This design comes from an exercise in tuning for small area on the open sky130 flow, not from production work. RTL that was checked went through simulation tests only; none was proved equivalent to the original. The RTL of runs 2 and 3 was laid out without a check of its function. No activity file was given, so power comes from the tool's default toggle rates.

<file path="flow/design.v">
module addsub8 (
   a,
   b,
   q,
   sub,
   cin,
   cout
);
input   [7:0] a; 
input   [7:0] b; 
output  [7:0] q; 
input   sub; 
input   cin; 
output  cout; 
wire    [7:0] q; 
wire    cout; 
wire    [8:0] A_i; 
wire    [8:0] B_i; 
wire    [8:0] Full_Carry; 
wire    [8:0] Res_i; 
assign B_i[8] = 1'b 0; 
assign B_i[7:0] = sub === 1'b 1 ? ~b : b; 
assign A_i[8] = 1'b 0; 
assign A_i[7:0] = a; 
assign Full_Carry[8:1] = 8'b 00000000; 
assign Full_Carry[0] = cin; 
assign Res_i = A_i + B_i + Full_Carry; 
assign cout = Res_i[8]; 
assign q = Res_i[7:0]; 
endmodule  
module mf8_alu (
   Inst,
   A,
   B,
   Q,
   SREG,
   Do_SUB,
   Z_Skip,
   Status_D,
   Status_Wr
);
input   [15:0] Inst;
input   [7:0] A;
input   [7:0] B;
output  [7:0] Q;
input   [1:0] SREG;
output  Do_SUB;
output  Z_Skip;
output  [1:0] Status_D;
output  Status_Wr;
wire Do_SUB    = Inst[15:10] == 6'b000110 | Inst[15:12] == 4'b0101 | Inst[15:10] == 6'b000010;
wire Do_ADD    = Inst[15:10] == 6'b000011 | Inst[15:10] == 6'b000111;
wire Use_Carry = Inst[15:10] == 6'b000010 | Inst[15:10] == 6'b000111;
wire Do_AND    = Inst[15:10] == 6'b001000 | Inst[15:12] == 4'b0111;
wire Do_XOR    = Inst[15:10] == 6'b001001;
wire Do_OR     = Inst[15:10] == 6'b001010 | Inst[15:12] == 4'b0110;
wire One_Op    = Inst[15:9] == 7'b1001010;
wire Do_SWAP   = One_Op & Inst[3:0] == 4'b0010;
wire Do_ASR    = One_Op & Inst[3:0] == 4'b0101;
wire Do_LSR    = One_Op & Inst[3:0] == 4'b0110;
wire Do_ROR    = One_Op & Inst[3:0] == 4'b0111;
wire Do_SBRC   = Inst[15:9] == 7'b1111110;
wire Do_SBRS   = Inst[15:9] == 7'b1111111;
wire [7:0] Q_v;
wire Carry_v;
wire Carry_in = Do_SUB ^ Use_Carry & SREG[0];
addsub8 addsub_inst (
	.a	(A),
	.b	(B),
	.q	(Q_v),
	.sub	(Do_SUB),
	.cin	(Carry_in),
	.cout	(Carry_v)
);
wire [7:0] Q_L = Do_AND ? A & B : Do_OR ? A | B : A ^ B;
wire [7:0] Q_S = {A[3:0], A[7:4]};
wire [7:0] Q_R = {A[7] & Do_ASR | SREG[0] & Do_ROR, A[7:1]};
assign Q = Do_ADD | Do_SUB ? Q_v : Do_AND | Do_OR | Do_XOR ? Q_L : Do_SWAP ? Q_S : Q_R;
assign Status_D[1] = Q == 8'b0 & (~Do_SUB | ~Use_Carry) | Q == 8'b0 & Do_SUB & Use_Carry & SREG[1];
assign Status_D[0] = (Carry_v ^ Do_SUB) & (Do_ADD | Do_SUB) | A[0] & (Do_ASR | Do_LSR | Do_ROR);
assign Status_Wr = Do_ASR | Do_LSR | Do_ROR | Do_SUB | Do_ADD | Do_AND | Do_XOR | Do_OR;
wire Bit_Test = A[Inst[2:0]];
assign Z_Skip = Bit_Test & Do_SBRS | ~Bit_Test & Do_SBRC;
endmodule
module mf8_pcs(Clk, Reset, Offs_In, Pause, RJmp, PC);
	input	Clk;
	input	Reset;
	input	[8:0]	Offs_In;
	input	Pause;
	input	RJmp;
	output	[8:0]	PC;
	reg 	[8:0]	PC_i;
	wire	[8:0]	real_offset;
	assign	PC	= PC_i;
	assign	real_offset	= (RJmp == 1'b0) ? {8'b0, ~Pause} : Offs_In;
	always @(posedge Clk) begin
		if (Reset == 1'b1) begin
			PC_i	<= 9'h1ff;
		end else begin
			PC_i	<= PC_i + real_offset;
		end
	end
endmodule
module mf8_reg(Clk, Wr, Rd_Addr, Rr_Addr, Data_In, Rd_Data, Rr_Data, Z);
	input Clk;
	input Wr;
	input [4:0] Rd_Addr;
	input [4:0] Rr_Addr;
	input [7:0] Data_In;
	output [7:0] Rd_Data;
	output [7:0] Rr_Data;
	output [15:0] Z;
	reg  [255:0] RF;
	wire [7:0] W [0:31];
	genvar i;
	generate
		for (i = 0; i < 32; i = i + 1) begin : g
			if (i < 2 || i >= 10) begin : u
				always @(posedge Clk)
					if (Wr && Rd_Addr == i) RF[8*i +: 8] <= Data_In;
				assign W[i] = RF[8*i +: 8];
			end else if (i >= 8) begin : a0
				assign W[i] = RF[8*(i-8) +: 8];
			end else begin : a1
				assign W[i] = RF[8*(i+8) +: 8];
			end
		end
	endgenerate
	assign Rd_Data = W[Rd_Addr];
	assign Rr_Data = W[Rr_Addr];
	assign Z = RF[255:240];
endmodule
module mf8_core (
   Clk,
   Reset,
   ROM_Addr,
   ROM_Data,
   ZZ,
   ram_datain,
   ram_write,
   ram_read_req,
   IO_Wr,
   IO_Addr,
   IO_RData,
   IO_WData);
input   Clk;
input   Reset;
output  [8:0] ROM_Addr;
input   [15:0] ROM_Data;
output  [15:0] ZZ;
input   [7:0] ram_datain;
output  ram_write;
output  ram_read_req;
output  IO_Wr;
output  [1:0] IO_Addr;
input   [7:0] IO_RData;
output  [7:0] IO_WData;
reg     Valid;
reg     Rst_r;
reg     DidPause;
reg     Reg_Wr_ID;
reg     RAM_Rd;
reg     [1:0] SREG_i;
wire    [8:0] PC;
wire    [15:0] Z;
wire    [7:0] Rd_Data;
wire    [7:0] Rr_Data;
wire    [7:0] Q;
wire    [1:0] Status_D;
wire    Status_Wr;
wire    Z_Skip;
wire    Do_SUB;
wire    [15:0] Inst = Valid ? ROM_Data : 16'h0000;
wire    Imm_Op  = Inst[15:12] == 4'b0011 | Inst[15:14] == 2'b01 | Inst[15:12] == 4'b1110;
wire    Pause   = Inst[15:10] == 6'b100000;
wire    Is_LD   = Pause & ~Inst[9];
wire    Is_ST   = Pause &  Inst[9];
wire    Is_IN   = Inst[15:11] == 5'b10110;
wire    Is_OUT  = Inst[15:11] == 5'b10111;
wire    Do_PASSB = Inst[15:10] == 6'b001011 | Inst[15:12] == 4'b1011 | Inst[15:12] == 4'b1110 | DidPause;
wire    CBranch = Inst[15:11] == 5'b11110;
wire    [1:0] Bit_Pattern = {Inst[2:0] == 3'b001, Inst[2:0] == 3'b000};
wire    Flag    = (SREG_i & Bit_Pattern) != 2'b00;
wire    RJmp    = Inst[15:12] == 4'b1100 | CBranch & (Flag ^ Inst[10]);
wire    Inst_Skip = Z_Skip | RJmp;
wire    PCPause = Rst_r | Pause & ~DidPause;
wire    [8:0] Offset = CBranch ? {{2{Inst[9]}}, Inst[9:3]} : Inst[8:0];
wire    Reg_Wr =
	Inst[15:12] == 4'b0010 |
	Inst[15:14] == 2'b01 |
	Inst[15:11] == 5'b00001 |
	Inst[15:11] == 5'b00011 |
	Inst[15:12] == 4'b1110 |
	Inst[15:9] == 7'b1001010 & Inst[3:1] != 3'b100 |
	Inst[15:11] == 5'b10110 |
	Reg_Wr_ID;
wire    [4:0] Rd_Addr = {Inst[8] | Imm_Op, Inst[7:4]};
wire    [4:0] Rr_Addr = {Inst[9], Inst[3:0]};
wire    [7:0] Imm = {Inst[11:8], Inst[3:0]};
wire    [7:0] Pass_Mux = Imm_Op ? Imm : RAM_Rd ? ram_datain : Is_IN ? IO_RData : Rr_Data;
wire    [7:0] Op_Mux   = Imm_Op ? Imm : Rr_Data;
wire    [7:0] Wr_Data  = Do_PASSB ? Pass_Mux : Q;
assign ROM_Addr = PC;
assign ZZ = {Z[15:2], Z[1:0] ^ ROM_Data[1:0]};
assign ram_write = Is_ST & ~DidPause;
assign ram_read_req = Is_LD & ~DidPause;
assign IO_Wr = Is_OUT;
assign IO_Addr = {Inst[9], Inst[3]};
assign IO_WData = Rd_Data;
always @(posedge Clk) begin
	Reg_Wr_ID <= ram_read_req;
	RAM_Rd <= ram_read_req;
	if (Status_Wr) SREG_i <= Status_D;
	if (Reset) begin
		Rst_r <= 1'b1;
		Valid <= 1'b0;
		DidPause <= 1'b0;
	end else begin
		Rst_r <= 1'b0;
		Valid <= ~(Inst_Skip | Rst_r);
		DidPause <= Pause & ~DidPause;
	end
end
mf8_alu alu (
	.Inst		(Inst),
	.A		(Rd_Data),
	.B		(Op_Mux),
	.Q		(Q),
	.SREG		(SREG_i),
	.Do_SUB		(Do_SUB),
	.Z_Skip		(Z_Skip),
	.Status_D	(Status_D),
	.Status_Wr	(Status_Wr)
);
mf8_pcs mf8_pc (
	.Clk		(Clk),
	.Reset		(Reset),
	.Offs_In	(Offset),
	.Pause		(PCPause),
	.RJmp		(RJmp),
	.PC		(PC)
);
mf8_reg pr (
	.Clk		(Clk),
	.Wr		(Reg_Wr),
	.Rd_Addr	(Rd_Addr),
	.Rr_Addr	(Rr_Addr),
	.Data_In	(Wr_Data),
	.Rd_Data	(Rd_Data),
	.Rr_Data	(Rr_Data),
	.Z		(Z)
);
endmodule
module MF8A18 (
   CLK,
   RST,
   rom_addr,
   rom_data,
   maddr,
   mwdata,
   ramdata,
   mwrite,
   mread_req,
   SPI_MISO,
   SPI_MOSI,
   SPI_SCK,
   SPI_CS,
   UART_TXD);
input   CLK;
input   RST;
output  [8:0] rom_addr;
input   [15:0] rom_data;
output  [15:0] maddr;
output  [7:0] mwdata;
input   [7:0] ramdata;
output  mwrite;
output  mread_req;
input   SPI_MISO;
output  SPI_MOSI;
output  SPI_SCK;
output  SPI_CS;
output  UART_TXD;
reg     SPI_MOSI;
reg     SPI_SCK;
reg     SPI_CS;
reg     UART_TXD;
reg     Reset_s;
wire    IO_Wr;
wire    [1:0] IO_Addr;
wire    [7:0] IO_WData;
always @(posedge CLK)
	Reset_s <= RST;
always @(posedge CLK) begin
	if (Reset_s) begin
		UART_TXD <= 1'b1;
		SPI_CS   <= 1'b1;
		SPI_SCK  <= 1'b1;
		SPI_MOSI <= 1'b1;
	end else if (IO_Wr) begin
		if (IO_Addr == 2'b00) UART_TXD <= IO_WData[0];
		if (IO_Addr == 2'b01) SPI_CS   <= IO_WData[7];
		if (IO_Addr == 2'b10) SPI_SCK  <= IO_WData[0];
		if (IO_Addr == 2'b11) SPI_MOSI <= IO_WData[7];
	end
end
assign mwdata = IO_WData;
mf8_core core (
	.Clk		(CLK),
	.Reset		(Reset_s),
	.ROM_Addr	(rom_addr),
	.ROM_Data	(rom_data),
	.ZZ		(maddr),
	.ram_datain	(ramdata),
	.ram_write	(mwrite),
	.ram_read_req	(mread_req),
	.IO_Wr		(IO_Wr),
	.IO_Addr	(IO_Addr),
	.IO_RData	({7'b0000000, SPI_MISO}),
	.IO_WData	(IO_WData)
);
endmodule
module ROM1K16 (addr, dout);
input [8:0] addr;
output [15:0] dout;
reg [15:0] mem [0:511];
initial $readmemh("rv32i.mem", mem);
assign dout = mem[addr];
endmodule
module engine_v (
	clk,
	reset,
	ram_addr,
	ram_wdata,
	ram_we,
	ram_re,
	ram_rdata,
	spi_cs,
	spi_sck,
	spi_mosi,
	spi_miso,
	uart_txd
	);
	input         clk;
	input         reset;
	output [14:0] ram_addr;
	output  [7:0] ram_wdata;
	output        ram_we;
	output        ram_re;
	input   [7:0] ram_rdata;
	output        spi_cs;
	output        spi_sck;
	output        spi_mosi;
	input         spi_miso;
	output        uart_txd;
	wire [8:0] rom_addr;
	wire [15:0] rom_data;
	wire [15:0] maddr;
	assign ram_addr = maddr[14:0];
	MF8A18 cpu (
		.CLK		(clk),
		.RST		(reset),
		.SPI_CS		(spi_cs),
		.SPI_MISO	(spi_miso),
		.SPI_MOSI	(spi_mosi),
		.SPI_SCK	(spi_sck),
		.UART_TXD	(uart_txd),
		.maddr		(maddr),
		.mread_req	(ram_re),
		.mwdata		(ram_wdata),
		.mwrite		(ram_we),
		.ramdata	(ram_rdata),
		.rom_addr	(rom_addr),
		.rom_data	(rom_data)
	);
	ROM1K16 rom (
		.addr		(rom_addr),
		.dout		(rom_data)
	);
endmodule
</file>
<file path="flow/rv32i.mem">
E0D0
2E0D
EFDF
2E1D
2D70
B818
BA00
B808
EA4B
E0D0
BB48
BA10
0F44
BA00
19D1
FFD3
CFF9
B818
E043
E052
B808
EFEC
EFFF
E0D0
B368
7061
0F77
2B76
BB48
BA10
0F55
1F44
BA00
19D1
FFD3
CFF4
8370
5FEF
09F1
FDF6
CFEE
FFF7
CFEC
B818
2CA0
2CB0
C027
E0D4
C001
E0D6
2CCA
2CDB
2EAE
2EBF
C014
E040
E050
E060
E070
2FE1
95E2
7FE0
FD07
60E8
23EE
F029
EFF1
8340
8351
8362
8373
2DDA
FFD1
C009
E0D0
EFF2
E3E0
82A0
82B1
E1E0
82C0
82D1
C0CF
E0D4
0EAD
1CB0
2CCA
2CDB
2DEA
2DFB
8100
8111
8122
8133
FD02
C172
2FE2
95E2
7FE0
FD17
60E8
EFF1
80C0
80D1
80E2
80F3
FD05
C097
EF7F
EF6F
2F42
9542
704F
9532
2F53
6F50
7F30
2B43
FD53
C003
705F
E060
E070
FF04
C054
FD16
C009
FD15
C043
FD14
C01B
0D4C
1D5D
1D6E
1D7F
CFB3
FD15
C007
FD14
C026
254C
255D
256E
257F
CFAA
FD14
C005
294C
295D
296E
297F
CFA3
214C
215D
216E
217F
CF9E
2F48
714F
F031
0CCC
1CDD
1CEE
1CFF
0D41
F7D1
2D4C
2D5D
2D6E
2D7F
CF90
FD15
CFE4
FF14
CFDD
2F48
2F53
9552
714F
F391
FF52
C007
94F5
94E7
94D7
94C7
0D41
F7D1
CFE9
94F6
94E7
94D7
94C7
0D41
F7D1
CFE2
FD14
C003
E8D0
0EFD
0F7D
1AC4
0AD5
0AE6
0AF7
F008
CF68
E041
CF67
FF06
C00F
0EC4
1ED5
E0D4
0EAD
1CB0
2D4A
2D5B
EFDE
22CD
2CAC
2CBD
E0D4
1AAD
08B0
CF57
2DEC
2DFD
0FE4
1FF5
8140
FD14
C014
FD15
C00A
FD16
CF4B
FF47
CF49
EF5F
FF57
CF47
EF6F
EF7F
CF46
FDE0
CF38
FDE1
CF36
8151
8162
8173
CF3E
FDE0
CF30
8151
FF16
CFEE
CF36
FF06
C04E
FD04
C005
FD03
C04A
FF02
C048
CF60
EFF2
E1E0
E0C0
2FD1
77D0
23DD
F4A9
FF34
C003
FD35
C00E
E8C0
82A0
82B1
E0D3
FF24
60D8
23CC
F009
E0D7
E2E3
83C0
E2E0
83D0
E5E0
80A0
80B1
CF2E
2FE2
7FE0
FF37
C001
60E4
8140
8151
8162
8173
FF16
C009
2EC2
E0DF
22CD
0CCC
FD17
18C1
24DD
24EE
24FF
FF15
C010
FD14
C005
2AC4
2AD5
2AE6
2AF7
C009
EFDF
26CD
26DD
26ED
26FD
22C4
22D5
22E6
22F7
82F3
82E2
82D1
82C0
CEE8
FD06
C012
FD04
C010
2F41
0F44
714E
FD07
6041
2FD3
95D2
7ED0
2B4D
2F53
9552
7057
FD37
6F58
0EC4
1ED5
2FE2
95E6
FD30
68E0
7FE8
EFF1
8180
8191
81A2
81B3
FF06
C02A
FD15
C003
E8D0
26FD
27BD
1AC8
0AD9
0AEA
0AFB
FF16
C016
FD14
C002
F010
CEC5
F0B8
0F11
711E
9532
2FD3
7ED0
2B1D
703F
FD33
6130
7137
FD07
6038
FD34
6E30
0EA1
1EB3
CEC2
28CD
28CE
28CF
FF14
C002
F749
CEAC
F339
CEAA
FF04
C011
2F48
2F59
2F6A
2F7B
FD16
CF06
FD15
CF1D
FD14
CEF4
FF36
CED8
1AC8
0AD9
0AEA
0AFB
CEF6
2DEC
2DFD
FD14
C013
FD15
C011
8380
FFF7
C00D
FDF5
C00B
E0CA
B800
E4DD
0DD1
F7F1
B980
9587
6880
0DC1
F7C1
CE81
CE80
FDE0
CE68
FD14
C004
FDE1
CE64
83B3
83A2
8380
8391
CE75
FD04
C01D
FF05
CE71
FF03
CE88
9532
7F37
FD24
6038
9522
702E
2EC3
EFD0
22CD
2AC2
2ED1
22DD
703F
2AD3
E0D4
0EAD
1CB0
2D4A
2D5B
0CAC
1CBD
E0D8
1AAD
08B0
CE48
2F73
2F62
2F51
7F50
E040
FD05
CE43
2D4A
0D5B
CE40
CE4B
0000
0000
0000
0000
</file>
<file path="flow/run.sh">
#!/bin/bash
# synth_recipe.tcl (not shown) runs the flow's synth.tcl, then flattens the netlist and writes it again
# the make line also repeats each setting of config.mk as NAME=value (left out here)
make -C /OpenROAD-flow-scripts/flow DESIGN_CONFIG=/design/flow/config.mk WORK_HOME=/design/flow/orfs CLKGATE_MAP_FILE= SYNTH_SCRIPT=/design/flow/synth_recipe.tcl finish
</file>
<file path="flow/config.mk">
export PLATFORM = sky130hd
export DESIGN_NAME = engine_v
export DESIGN_NICKNAME = engine_v
export VERILOG_FILES = /design/flow/design.v
export SDC_FILE = /design/flow/constraint.sdc
export NUM_CORES = 4
export LEC_CHECK = 0
export CAP_MARGIN = 20
export CORE_MARGIN = 2
export CORE_UTILIZATION = 30
export SLEW_MARGIN = 20
export SYNTH_MEMORY_MAX_BITS = 16384
</file>
<file path="flow/constraint.sdc">
create_clock -name core_clock -period 10.0 [get_ports {clk}]
set_input_delay 2.0000 -clock core_clock [delete_from_list [all_inputs] [get_ports {clk}]]
set_output_delay 2.0000 -clock core_clock [all_outputs]
set_load 0.01 [all_outputs]
</file>
==> results of run 1 <==
## logic make-up after synthesis
logic type	Yosys count	synth area share
compound gates	1043	0.344
xor+xnor	26	0.0108
fa+ha+maj	58	0.0354
buf+inv	293	0.0635
flops	228	0.307
mux	40	0.0203
simple gates	978	0.218
## area by class of cell
type,count,share of cell area
flip-flops and latches,228,0.274
clock buffers,30,0.0284
clock inverters,18,0.00568
diodes,13,0.00137
inverters,43,0.00700
multi-input cells,2145,0.570
repair buffers,187,0.0647
well taps,940,0.0495
## through the flow
step | worst slack (ps) | total power [mW] | cell area (um2) | hold WS (ps) | util
floorplan | 4930 | 4.61 | 21200 | 349 | -
global placement | 2140 | 7.65 | 22900 | 502 | 0.328
detailed placement | 2140 | 7.48 | 22900 | 502 | 0.328
CTS | 2120 | 8.43 | 23700 | 520 | 0.340
global route | 1570 | 9.03 | 23700 | 528 | 0.340
finish | 1550 | 9.12 | 23800 | 495 | 0.340
## worst max path at each step
stage | startpoint | endpoint | slack (ps) | cells after the start
6_report | cpu.core.ROM_Data[1]$_DFF_P_ | cpu.core.ROM_Data[10]$_DFF_P_ | 1550 | 21
3_3_place_gp | cpu.core.ROM_Data[1]$_DFF_P_ | cpu.core.ROM_Data[10]$_DFF_P_ | 2140 | 22
2_1_floorplan | cpu.core.ROM_Data[1]$_DFF_P_ | cpu.core.ROM_Data[0]$_DFF_P_ | 4930 | 23
3_5_place_dp | cpu.core.ROM_Data[1]$_DFF_P_ | cpu.core.ROM_Data[10]$_DFF_P_ | 2140 | 22
4_1_cts | cpu.core.ROM_Data[1]$_DFF_P_ | cpu.core.ROM_Data[10]$_DFF_P_ | 2120 | 22
5_1_grt | cpu.core.ROM_Data[1]$_DFF_P_ | cpu.core.ROM_Data[10]$_DFF_P_ | 1570 | 22
## sequential cells by signal (all words and copies together) (netlist names)
name / flops
cpu.core.Valid: 1
cpu.core.pr.RF: 192
cpu.core.Rst_r: 1
cpu.core.mf8_pc.PC_i: 9
cpu.UART_TXD: 1
cpu.SPI_MOSI: 1
cpu.Reset_s: 1
cpu.SPI_SCK: 1
cpu.core.RAM_Rd: 1
cpu.SPI_CS: 1
cpu.core.DidPause: 1
cpu.core.SREG_i: 2
cpu.core.ROM_Data: 16
## cells in the final DEF (no fill, tap or decap), types with 31 or more instances in the layout
cell type / instances
nand2_1: 272
a31oi_1: 59
nor2_1: 254
dfxtp_1: 31
a311oi_1: 32
inv_1: 33
nor3_1: 96
o211ai_1: 45
edfxtp_1: 194
a221oi_1: 46
nand4_1: 42
a21oi_1: 193
a22oi_1: 96
and3_1: 31
clkdlybuf4s50_1: 39
o21ai_0: 177
ha_1: 55
buf_4: 145
a211oi_1: 57
nand3_1: 111
## per-layer routing
layer,vias up,wire length [um],GRT usage
li1,10403,-,-
met3,918,28900,0.238
met1,13396,61200,0.537
met5,-,347,0.0224
met2,3059,61200,0.579
met4,14,13900,0.261
## power by group through the flow
stage	clock network, mW	logic [mW]	registers, mW
after floorplan	0	3.31	1.30
after global placement	0	6.27	1.38
after detailed placement	0	6.11	1.38
after CTS	0.953	6.12	1.36
after global routing	0.991	6.67	1.37
final	0.955	6.80	1.37
==> flow_metrics.tcl, run 1 <==
set metrics [dict create \
    required_ps 10390 \
    maxSlewHeadroom 0.127 \
    worst_slew_pin_slew_ps 1300 \
    drtIter0Drc 6392 \
    finalSetupTns_ps 0 \
    yosysUniqueCellTypes 111 \
    whs_path_depth 1 \
    pwr-share-seq 0.150 \
    grt_pass1_vias 25404 \
    holdBufCountCts 0 \
    netlist_area_um2 21200 \
    cts_resized 0 \
    rsz0062_at_grt "no" \
    clkLatencyLatePin_ps 600 \
    fp.dieArea_um2 72700 \
    cts-buffers-inserted 26 \
    place_inst 3543 \
    cp.buffers_inverters 2 \
    drive_gt1_frac 0.110 \
    p_per_area_nw_per_um2 384 \
    h-tree-depth 1 \
    synth_top_cell_area_share 0.275 \
    syn_inst 2666 \
    viasPerCell 7.71 \
    switching_power_mw 5.73 \
    synth.area.top_cells "edfxtp_1 (28%), nand2_1 (4.8%), nor2_1 (4.7%)" \
    multi_input_area_um2 13500 \
    fin_crit_sh 0.845 \
    path_class "reg -> reg" \
    outcome "complete, no violations" \
    post_cts_buffers 0 \
    p_clk_frac 0.105 \
    areaGrowthSynthToFinish_pct 12.4 \
    skew_ps 30.1 \
    synthFlopType "edfxtp_1" \
    cts_root_buffer "clkbuf_16" \
    overflow 0 \
    p_int_mw 3.39 \
    synth-async-reset-ratio 0 \
    finalNetCount 2700 \
    endpoint_kind "register" \
    nFillCells 7557 \
    critPathArrivalTime_ps 8830 \
    initial_utilization 0.303 \
    io_buffer_count 39 \
    seq_area_frac_synth 0.307 \
    track_usage 0.434 \
    pin_count 40 \
    cpMostUsedCell "o21ai_0" \
    hp-class "reg -> reg" \
    vias 27790 \
    synth_edf_count 194 \
    yosysWarnings 5 \
    swShare 0.628 \
    yosysMostFrequentCell "nand2_1" \
    yosys.area.top_type "edfxtp_1" \
    synth_common_cells "nand2_1 (272), nor2_1 (263), a21oi_1 (197)" \
    r2r-end "cpu.core.ROM_Data[10]$_DFF_P_" \
    startpoint_type "register" \
    rows 97 \
    hpwl_um 118000 \
    cp_max_fo 23 \
    setup_viol 0 \
    antenna_found_initial 15 \
    clkTransAtPathRegs_ps 70 \
    min_to "cpu.UART_TXD$_SDFFE_PP1P_" \
    coreArea_um2 69900 \
    drc 0 \
    crit_family "simple AND/OR/NAND/NOR gates" \
    worstRegToRegCells 21 \
    clockBufferDepth 3 \
    fmax_ghz 0.118 \
    final-hold-violation-count 0 \
    rrSetupSlack_ps 1550 \
    final_cells 3604 \
    tritoncts "yes" \
    grt_max_degree 129 \
    die_h_um 270 \
    cap_violations 0 \
    ir_drop_mv 0.283 \
    syn-num-nets 2735 \
    power_leakage_nw 7.89 \
    place.gp.congestion 1.17 \
    wl_um 166000 \
    fp.dieW_um 270 \
    r2r_start "cpu.core.ROM_Data[1]$_DFF_P_" \
    slowest_stage "o211ai_1" \
    crit_chain "or2_2 > o21ai_0 > and3b_1 > o21a_1 > nor2_1 > nand3b_1 > o21ai_0 > ha_1 > inv_1 > fa_1 > buf_4 > nand2_1 > ha_1 > or3_1 > o211ai_1 > nor3_1 > a21oi_1 > a21oi_1 > o21ai_0 > nand3_1 > a32oi_1" \
    ys_ff_latch 228 \
    seq_area_um2 6510 \
    clock_sinks 228 \
    drtAntennaViolNets 0 \
    cpPeakStageDelay_ps 970 \
    avgSynthCellArea_um2 7.94 \
    holdCritStartpoint "cpu.UART_TXD$_SDFFE_PP1P_" \
    wire_per_inst_um 46.0 \
    grt_first_pass_wirelength_um 221000 \
    firstDrtPassIters 13 \
    fin_crit_ps 8450 \
    final_max_slew_viol_count 0 \
    p_comb_frac 0.745 \
]
==> run 2: changes to the inputs <==
--- a/flow/design.v
+++ b/flow/design.v
@@ -113,3 +113,4 @@
 	reg  [255:0] RF;
-	wire [7:0] W [0:31];
+	reg  [7:0] rd, rr;
+	integer j;
 	genvar i;
@@ -120,7 +121,2 @@
 					if (Wr && Rd_Addr == i) RF[8*i +: 8] <= Data_In;
-				assign W[i] = RF[8*i +: 8];
-			end else if (i >= 8) begin : a0
-				assign W[i] = RF[8*(i-8) +: 8];
-			end else begin : a1
-				assign W[i] = RF[8*(i+8) +: 8];
 			end
@@ -128,4 +124,13 @@
 	endgenerate
-	assign Rd_Data = W[Rd_Addr];
-	assign Rr_Data = W[Rr_Addr];
+	always @(*) begin
+		rd = 8'h00;
+		rr = 8'h00;
+		for (j = 0; j < 32; j = j + 1)
+			if (j < 2 || j >= 10) begin
+				rd = rd | (RF[8*j +: 8] & {8{Rd_Addr == j}});
+				rr = rr | (RF[8*j +: 8] & {8{Rr_Addr == j}});
+			end
+	end
+	assign Rd_Data = rd;
+	assign Rr_Data = rr;
 	assign Z = RF[255:240];
==> flow/flow/run.sh (new file) <==
#!/bin/bash
# Layout flow: the standard synthesis, then the combinational logic between
# the registers is re-mapped for area with ABC (registers, their cells and
# names are kept as the standard synthesis made them), then the standard
# layout from floorplan to finish.  Each tool writes its own log here.
set -euo pipefail
W=$(pwd)
R=$W/orfs/results/sky130hd/engine_v/base
LIB=$FLOW_HOME/platforms/sky130hd/lib/sky130_fd_sc_hd__tt_025C_1v80.lib

# 1. standard synthesis
bash standard.sh synth > $W/std_synth.log 2>&1
cp $R/1_2_yosys.v $W/1_2_yosys_std.v

# 2. re-map the combinational cells for area
python3 flow/genmap.py $LIB > $W/cellmap.v 2> $W/genmap.log
DU=$(sed -n '/DONT_USE_CELLS += /,/^$/p' $FLOW_HOME/platforms/sky130hd/config.mk | grep -o 'sky130_fd_sc_hd__[a-z0-9_]*' | sed 's/^/-dont_use /' | tr '\n' ' ')
cat > $W/post_opt.ys <<EOS
read_liberty -lib $LIB
read_verilog $W/1_2_yosys_std.v
hierarchy -top engine_v
techmap -map $W/cellmap.v
techmap
opt -purge
abc -liberty $LIB $DU -script $W/flow/opt.script
opt_clean -purge
hilomap -singleton -hicell sky130_fd_sc_hd__conb_1 HI -locell sky130_fd_sc_hd__conb_1 LO
splitnets
opt_clean -purge
stat -liberty $LIB
write_verilog -noattr -nohex -nodec $W/1_2_yosys_opt.v
EOS
yosys -s $W/post_opt.ys > $W/post_opt.log 2>&1
cp $W/1_2_yosys_opt.v $R/1_2_yosys.v
rm -f $R/1_synth.odb $R/1_synth.sdc

# 3. standard layout from the re-mapped netlist
bash standard.sh finish > $W/std_layout.log 2>&1
==> flow/flow/genmap.py (new file) <==
# generate a yosys techmap file turning sky130hd combinational cells into generic logic
import re, sys
lib=open(sys.argv[1]).read()
out=[]
for m in re.finditer(r'\n\s*cell\s*\(\s*"?([\w]+)"?\s*\)\s*\{', lib):
    name=m.group(1)
    # extract cell body by brace matching
    i=m.end(); depth=1
    while depth:
        c=lib[i]
        if c=='{': depth+=1
        elif c=='}': depth-=1
        i+=1
    body=lib[m.end():i]
    if re.search(r'\b(ff|latch|statetable)\s*\(', body): continue
    if 'dont_use : true' in body: continue
    pins=[]
    for pm in re.finditer(r'\n\s*pin\s*\(\s*"?(\w+)"?\s*\)\s*\{', body):
        j=pm.end(); d=1
        while d:
            c=body[j]
            if c=='{': d+=1
            elif c=='}': d-=1
            j+=1
        pb=body[pm.end():j]
        dm=re.search(r'direction\s*:\s*"?(\w+)"?',pb)
        fm=re.search(r'\bfunction\s*:\s*"([^"]*)"',pb)
        pins.append((pm.group(1), dm.group(1) if dm else None, fm.group(1) if fm else None))
    outs=[p for p in pins if p[1]=='output']
    ins=[p for p in pins if p[1]=='input']
    if not outs or any(p[2] is None for p in outs): continue
    if any(p[1] not in ('input','output') for p in pins): continue
    def conv(f):
        f=f.replace('!','~').replace('+','|').replace('*','&')
        f=re.sub(r"(\w+)'", r"(~\1)", f)
        # implicit AND by whitespace between operands
        f=re.sub(r'([\w\)])\s+(?=[\w\(~])', r'\1 & ', f)
        return f
    ports=[p[0] for p in ins]+[p[0] for p in outs]
    s='module %s(%s);\n'%(name, ', '.join(ports))
    for p in ins: s+='  input %s;\n'%p[0]
    for p in outs: s+='  output %s;\n  assign %s = %s;\n'%(p[0],p[0],conv(p[2]))
    s+='endmodule\n'
    out.append((name,s))
print('\n'.join(s for n,s in out))
sys.stderr.write('%d cells\n'%len(out))
==> flow/flow/opt.script (new file) <==
strash
&get -n
&st
&dch
&nf -R 1000
&put
topo
==> flow/standard.sh (new file) <==
#!/bin/bash
# synth_recipe.tcl (not shown) runs the flow's synth.tcl, then flattens the netlist and writes it again
# the make line also repeats each setting of config.mk as NAME=value (left out here)
make -C /OpenROAD-flow-scripts/flow DESIGN_CONFIG=/design/flow/config.mk WORK_HOME=/design/flow/orfs CLKGATE_MAP_FILE= SYNTH_SCRIPT=/design/flow/synth_recipe.tcl "${@:-finish}"
--- a/flow/config.mk
+++ b/flow/config.mk
@@ -9,3 +9,4 @@
 export CORE_MARGIN = 2
-export CORE_UTILIZATION = 30
+export CORE_UTILIZATION = 50
+export PLACE_DENSITY = 0.65
 export SLEW_MARGIN = 20
removed: flow/run.sh
==> flow_metrics.tcl, run 2 <==
set metrics [dict create \
    h-tree-depth 1 \
    outcome "did not finish" \
    track_usage 0.759 \
    netlist_area_um2 17600 \
    post_cts_buffers 0 \
    clockBufferDepth 3 \
    place.gp.congestion 1.51 \
    grt_pass1_vias 26967 \
    rows 68 \
    cts_root_buffer "clkbuf_16" \
    initial_utilization 0.509 \
    fp.dieW_um 192 \
    avgSynthCellArea_um2 7.91 \
    die_h_um 192 \
    hpwl_um 86300 \
    yosysWarnings 5 \
    tool.error "[ERROR GRT-0116] Global routing finished with congestion. Check the congestion regions in the DRC Viewer." \
    pin_count 40 \
    overflow 8 \
    cts_resized 0 \
    syn-num-nets 2239 \
    grt_max_degree 67 \
    haltStage "global routing (5_1_grt)" \
    syn_inst 2228 \
    grt_first_pass_wirelength_um 198000 \
    cts-buffers-inserted 25 \
    io_buffer_count 39 \
    holdBufCountCts 0 \
]
-- run 2: metrics by stage --
stage / util / worst slack (ps) / cell area [um2] / instances
4_1_cts: 0.593 / 2700 / 20500 / 2877
3_5_place_dp: 0.567 / 2730 / 19600 / 2831
3_3_place_gp: 0.566 / 2550 / 19600 / 2830
2_1_floorplan: - / 103 / 17600 / 2228
-- run 2: layer usage --
layer / overflow / global-route usage
met3: 2 / 0.663
met4: 5 / 0.624
met1: 0 / 0.805
met2: 1 / 0.860
met5: 0 / 0.566
-- run 2: worst min path at each step --
| stage | to | startpoint | cells past startpoint | slack, ps |
|---|---|---|---|---|
| after CTS | cpu.core.Valid$_SDFF_PP0_ | cpu.core.Rst_r$_DFF_P_ | 1 | 470 |
| after detailed placement | cpu.core.Valid$_SDFF_PP0_ | cpu.core.Rst_r$_DFF_P_ | 1 | 440 |
| after global placement | cpu.core.Valid$_SDFF_PP0_ | cpu.core.Rst_r$_DFF_P_ | 1 | 430 |
| after floorplan | cpu.core.Valid$_SDFF_PP0_ | cpu.core.Rst_r$_DFF_P_ | 1 | 390 |
-- run 2: power by group through the flow --
stage,Sequential [mW],Combinational (mW),Clock (mW)
detailed placement,1.46,5.58,0
floorplan,1.39,3.09,0
CTS,1.44,5.60,1.00
global placement,1.46,5.72,0
==> run 3: changes to the inputs <==
--- a/flow/config.mk
+++ b/flow/config.mk
@@ -9,4 +9,3 @@
 export CORE_MARGIN = 2
-export CORE_UTILIZATION = 50
-export PLACE_DENSITY = 0.65
+export CORE_UTILIZATION = 40
 export SLEW_MARGIN = 20
==> flow_metrics.tcl, run 3 <==
set metrics [dict create \
    netlist_area_um2 17600 \
    cts-buffers-inserted 23 \
    yosysWarnings 5 \
    syn_inst 2228 \
    die_h_um 214 \
    postPlaceCellArea_um2 20100 \
    post_cts_buffers 0 \
    initial_utilization 0.407 \
    overflow 163 \
    haltStage "global routing (5_1_grt)" \
    pin_count 40 \
    rows 76 \
    grt_pass1_vias 26967 \
    avgSynthCellArea_um2 7.91 \
    holdBufCountCts 0 \
    grt_max_degree 125 \
    hpwl_um 101000 \
    h-tree-depth 1 \
    fp.dieW_um 214 \
    io_buffer_count 39 \
    clockBufferDepth 3 \
    cts_resized 0 \
    tool.error "[ERROR GRT-0116] Global routing finished with congestion. Check the congestion regions in the DRC Viewer." \
    syn-num-nets 2239 \
    place.gp.congestion 1.32 \
    grt_first_pass_wirelength_um 225000 \
    track_usage 0.700 \
    outcome "did not finish" \
    dp_slack_ps 2350 \
    cts_root_buffer "clkbuf_16" \
]
==> run 3: how the worst max path moves through the flow <==
stage	slack, ps	startpoint	to	depth (start not counted)
after floorplan	100	cpu.core.Valid$_SDFF_PP0_	cpu.core.ROM_Data[6]$_DFF_P_	21
after global placement	2190	cpu.core.Valid$_SDFF_PP0_	cpu.core.ROM_Data[2]$_DFF_P_	24
after detailed placement	2350	cpu.core.Valid$_SDFF_PP0_	cpu.core.ROM_Data[2]$_DFF_P_	24
after CTS	2310	cpu.core.Valid$_SDFF_PP0_	cpu.core.ROM_Data[2]$_DFF_P_	24
==> run 3: routing by layer <==
layer / overflow / track usage
met2: 65 / 0.859
met4: 94 / 0.655
met3: 4 / 0.549
met1: 0 / 0.726
met5: 0 / 0.184
==> run 3: through the flow <==
step	cells	hold WS [ps]	util	total power [mW]
3_3_place_gp	2996	452	0.465	7.76
3_5_place_dp	2996	439	0.465	7.57
2_1_floorplan	2228	393	-	4.49
4_1_cts	3038	459	0.482	8.46
==> run 3: power groups by stage <==
stage / logic [mW] / registers [mW] / clock network, mW
2_1_floorplan: 3.09 / 1.39 / 0
4_1_cts: 6.16 / 1.41 / 0.881
3_3_place_gp: 6.33 / 1.42 / 0
3_5_place_dp: 6.14 / 1.43 / 0

-- re-timing with driven ports --
No port has a modelled driver above. Below, the same layout with a new extraction and two added sets of constraints. Step 1: set_driving_cell puts a clkbuf_16 on clk and a buf_2 on each other input, an assumption about the parent block. Step 2 times the ports against the registers' clock, not the clock port: input delays grow and output delays shrink by t, the midpoint of the rising clock arrivals with the driver on. a / b / c = ideal / step 1 / step 2; a / b = the first two.
run: run 1
shift t [ns]: 0.636
setup slack, ns: 1.553 / 1.553 / 1.553
worst hold slack (ns): 0.495 / 0.495 / 0.495
latest minus earliest clock arrival (ns): 0.030 / 0.030
pins driven straight from the clock port: 1
After both steps run 1 still meets setup and hold. The setup slack of run 1 moves by 0.000 ns with the drivers and by 0.000 ns with both steps.
